Context: an optimization exercise on an open-source flow, tuned for small area and a short achievable clock period. The choices shown serve that exercise and are no tape-out recipe. Function was checked by simulation only, so behaviour that the tests miss may differ from the original. Power and IR drop assume default switching activity.

== exp/lagoon ==
## cpu
module cpu(input wire clk, input wire rst, output wire WB_RegWrite_O,
           output wire [31:0] imem_addr,
           input wire [31:0] imem_rdata,
           output wire [31:0] dmem_addr,
           output wire [31:0] dmem_wdata,
           output wire dmem_we,
           output wire dmem_re,
           input wire [31:0] dmem_rdata,
           output wire [4:0] wb_rd,
           output wire [31:0] wb_data);
    localparam [31:0] NOP = 32'h13;
    reg  [31:0] pc;
    reg  [31:0] id_pc;           
    reg  [31:0] id_ins;          
    reg  [31:0] ex_a;            
    reg  [31:0] ex_b;            
    reg         ex_fa_mem, ex_fa_wb, ex_fb_mem, ex_fb_wb;   
    reg  [4:0]  ex_rd;
    reg         ex_rw, ex_ld, ex_st, ex_br, ex_jalr;
    reg         ex_add, ex_sub, ex_slt, ex_xor, ex_or, ex_and, ex_sll, ex_srl, ex_sra;
    reg  [31:0] mem_out;
    reg  [11:0] mem_wd;          
    reg  [4:0]  mem_rd;
    reg         mem_rw, mem_ld, mem_st, mem_br;
    reg  [31:0] wb_d;            
    reg  [4:0]  wb_r;
    reg         wb_rw;
    wire [6:0] opc = id_ins[6:0];
    wire [4:0] rs1 = id_ins[19:15];
    wire [4:0] rs2 = id_ins[24:20];
    wire [4:0] rd  = id_ins[11:7];
    wire [2:0] f3  = id_ins[14:12];
    wire       f7  = id_ins[30];
    wire isR     = (opc == 7'b0110011);
    wire isI     = (opc == 7'b0010011);
    wire isLd    = (opc == 7'b0000011);
    wire isSt    = (opc == 7'b0100011);
    wire isBr    = (opc == 7'b1100011);
    wire isJal   = (opc == 7'b1101111);
    wire isLui   = (opc == 7'b0110111);
    wire isJalr  = (opc == 7'b1100111);
    wire isAuipc = (opc == 7'b0010111);
    wire jump     = isJal | isJalr;
    wire regWrite = isR | isI | isLd | isJal | isLui | isJalr | isAuipc;
    wire aluSrc   = isI | isLd | isSt | isLui | isJalr | isAuipc;
    wire opF      = isR | isI | isJal;       
    wire [31:0] iImm = {{20{id_ins[31]}}, id_ins[31:20]};
    wire [31:0] sImm = {{20{id_ins[31]}}, id_ins[31:25], id_ins[11:7]};
    wire [31:0] uImm = {id_ins[31:12], 12'b0};
    wire [31:0] jImm = {{12{id_ins[31]}}, id_ins[19:12], id_ins[20], id_ins[30:21], 1'b0};
  ...
For scale: about 5100 cells after synthesis, ~1300 flip-flops, ~200 I/O pins, roughly 63000 µm² of cells after synthesis.
export LEC_CHECK = 0
export CAP_MARGIN = 20
export CORE_MARGIN = 2
export CORE_UTILIZATION = 42
export CTS_CLUSTER_DIAMETER = 100
export CTS_CLUSTER_SIZE = 20
export SLEW_MARGIN = 20
create_clock -name core_clock -period 20.0 [get_ports {clk}]
standard.sh (not shown) runs the stock make flow with config.mk's settings and CLKGATE_MAP_FILE= SYNTH_SCRIPT=/design/flow/synth_recipe.tcl, a recipe that flattens the netlist after the stock synthesis.
==> flow/flow/run.sh <==
#!/bin/bash
# The standard layout (standard.sh), with timing repair asked to keep
# extra setup slack, allowed to resize across cell footprints, and plain
# buffers on the ports.
export SETUP_SLACK_MARGIN=14.6
export BUFFER_PORTS_ARGS="-buffer_cell sky130_fd_sc_hd__buf_2"
bash standard.sh MATCH_CELL_FOOTPRINT=0 finish > standard.log 2>&1
For exp/violet, these inputs were changed with respect to exp/lagoon:
Settings: CAP_MARGIN changed from 20 to 10; CORE_UTILIZATION changed from 42 to 50; SLEW_MARGIN changed from 20 to 10; PLACE_DENSITY newly set to 0.65.
==> run notes <==
Across exp/violet and exp/lagoon, a clean result was obtained everywhere but in exp/violet.
Re post-detailed-routing wire length: exp/violet is about 4% down on exp/lagoon.
Compared to exp/lagoon, exp/violet has worst setup slack after layout 0.019 ns lower.
Area growth from synthesis to layout: exp/violet vs exp/lagoon down 1.0 points
The more densely filled core belongs to exp/violet, not exp/lagoon.
Against exp/lagoon, exp/violet reports a cell area reported after detailed placement that is lower.
From exp/violet to exp/lagoon, cell count along the critical path did not move at all.
| global routing usage on met2 | lower: exp/lagoon |
Count of nets after finishing: exp/lagoon vs exp/violet, no meaningful difference
Summary — multi-input logic portion of the cell area, exp/violet relative to exp/lagoon: higher, by 0.31 points.
| clock power | exp/violet vs exp/lagoon | ≈ equal |
Largest stage delay on the critical path: exp/violet > exp/lagoon
The inputs of exp/nickel differ from those of exp/violet as listed below.
Settings: changing CAP_MARGIN from 10 to 20; removing CTS_CLUSTER_DIAMETER (formerly 100); removing CTS_CLUSTER_SIZE (formerly 20); changing SLEW_MARGIN from 10 to 20; changing CORE_UTILIZATION from 50 to 40; removing PLACE_DENSITY (formerly 0.65).
==> flow/run.sh (new file) <==
#!/bin/bash
# synth_recipe.tcl (not shown) runs the flow's synth.tcl, then flattens the netlist and writes it again
# the make line also repeats each setting of config.mk as NAME=value (left out here)
make -C /OpenROAD-flow-scripts/flow DESIGN_CONFIG=/design/flow/config.mk WORK_HOME=/design/flow/orfs CLKGATE_MAP_FILE= SYNTH_SCRIPT=/design/flow/synth_recipe.tcl finish
removed: flow/flow/run.sh
removed: flow/standard.sh
## What came out
- exp/nickel completed every stage of the flow, and the final layout passed the timing, design-rule and antenna checks.
- Compared with exp/violet, exp/nickel shows a higher global-route wire length before repair.
- Summary — final total power, exp/nickel relative to exp/violet: higher, by 0.95 mW.
- Compared with exp/violet, exp/nickel shows combinational cell fraction of total power lower by 3.9 points.
- Going from exp/violet to exp/nickel, maximum number of pins on one net before global-route repair shrinks by about 1.3%.
- On tightest hold margin: exp/nickel sits below exp/violet.
- Worst voltage drop across the vdd grid ended up 1.7 µV lower on exp/nickel than on exp/violet.
- Relative to exp/violet, setup slack after placement decreased by 0.044 ns in exp/nickel.
- Taking exp/violet as the reference, in exp/nickel final instance area grew by 2600 µm², cell-internal power grew by 18%, wire length grew by about 0.4%.
- Worst setup slack | exp/nickel below exp/violet
#### Input delta (exp/indigo over exp/nickel)
Settings: changing CORE_UTILIZATION from 40 to 35; setting PLACE_DENSITY to 0.5 for the first time.
==> flow/flow/run.sh (new file) <==
#!/bin/bash
# The standard layout (standard.sh), with timing repair asked to keep
# extra setup slack and allowed to resize across cell footprints.
export SETUP_SLACK_MARGIN=14.8
bash standard.sh MATCH_CELL_FOOTPRINT=0 finish > standard.log 2>&1
==> flow/standard.sh (new file) <==
#!/bin/bash
# synth_recipe.tcl (not shown) runs the flow's synth.tcl, then flattens the netlist and writes it again
# the make line also repeats each setting of config.mk as NAME=value (left out here)
make -C /OpenROAD-flow-scripts/flow DESIGN_CONFIG=/design/flow/config.mk WORK_HOME=/design/flow/orfs CLKGATE_MAP_FILE= SYNTH_SCRIPT=/design/flow/synth_recipe.tcl "${@:-finish}"
removed: flow/run.sh
- Compared with exp/nickel, exp/indigo shows a lower proportion of cell area occupied by registers.
- Cell-internal power ends up higher on exp/indigo.
- exp/nickel tops out at a lower clock frequency than exp/indigo.
- Comparing the two runs side by side, exp/indigo comes out behind exp/nickel on via count.
- Against exp/nickel as the reference, exp/indigo delivers a lower core utilization.
- Setup slack | exp/indigo above exp/nickel
- Between exp/nickel and exp/indigo, the cell count went up.

## afterwards: timing with drivers on the ports
No port has a modelled driver above. Below, the same layouts with a new extraction and two added sets of constraints. Step 1 sets driving cells, clkbuf_16 on the clock port and buf_2 on the other inputs (assumed; they add their load-dependent delay and slew). Step 2 times the ports against the registers' clock, not the clock port: input delays grow and output delays shrink by t, the midpoint of the rising clock arrivals with the driver on. a / b / c = no drivers / after step 1 / after step 2; a / b = the first two.
run | t, ns | setup WS [ns] | worst setup path after step 2 | worst register clock-pin slew, ns
exp/lagoon | 0.802 | 14.596 / 14.510 / 14.256 | input, reset recovery | 0.10 / 0.10
exp/violet | 0.784 | 14.577 / 14.495 / 14.228 | input, reset recovery | 0.10 / 0.10
exp/nickel | 0.894 | 13.462 / 13.382 / 14.039 | register to register | 0.07 / 0.07
exp/indigo | 0.875 | 14.538 / 14.454 / 14.294 | input, reset recovery | 0.07 / 0.07
The setup slack of exp/violet, which loses most, moves by -0.082 ns with the drivers and by -0.349 ns with both steps. Setup slack includes reset recovery checks.
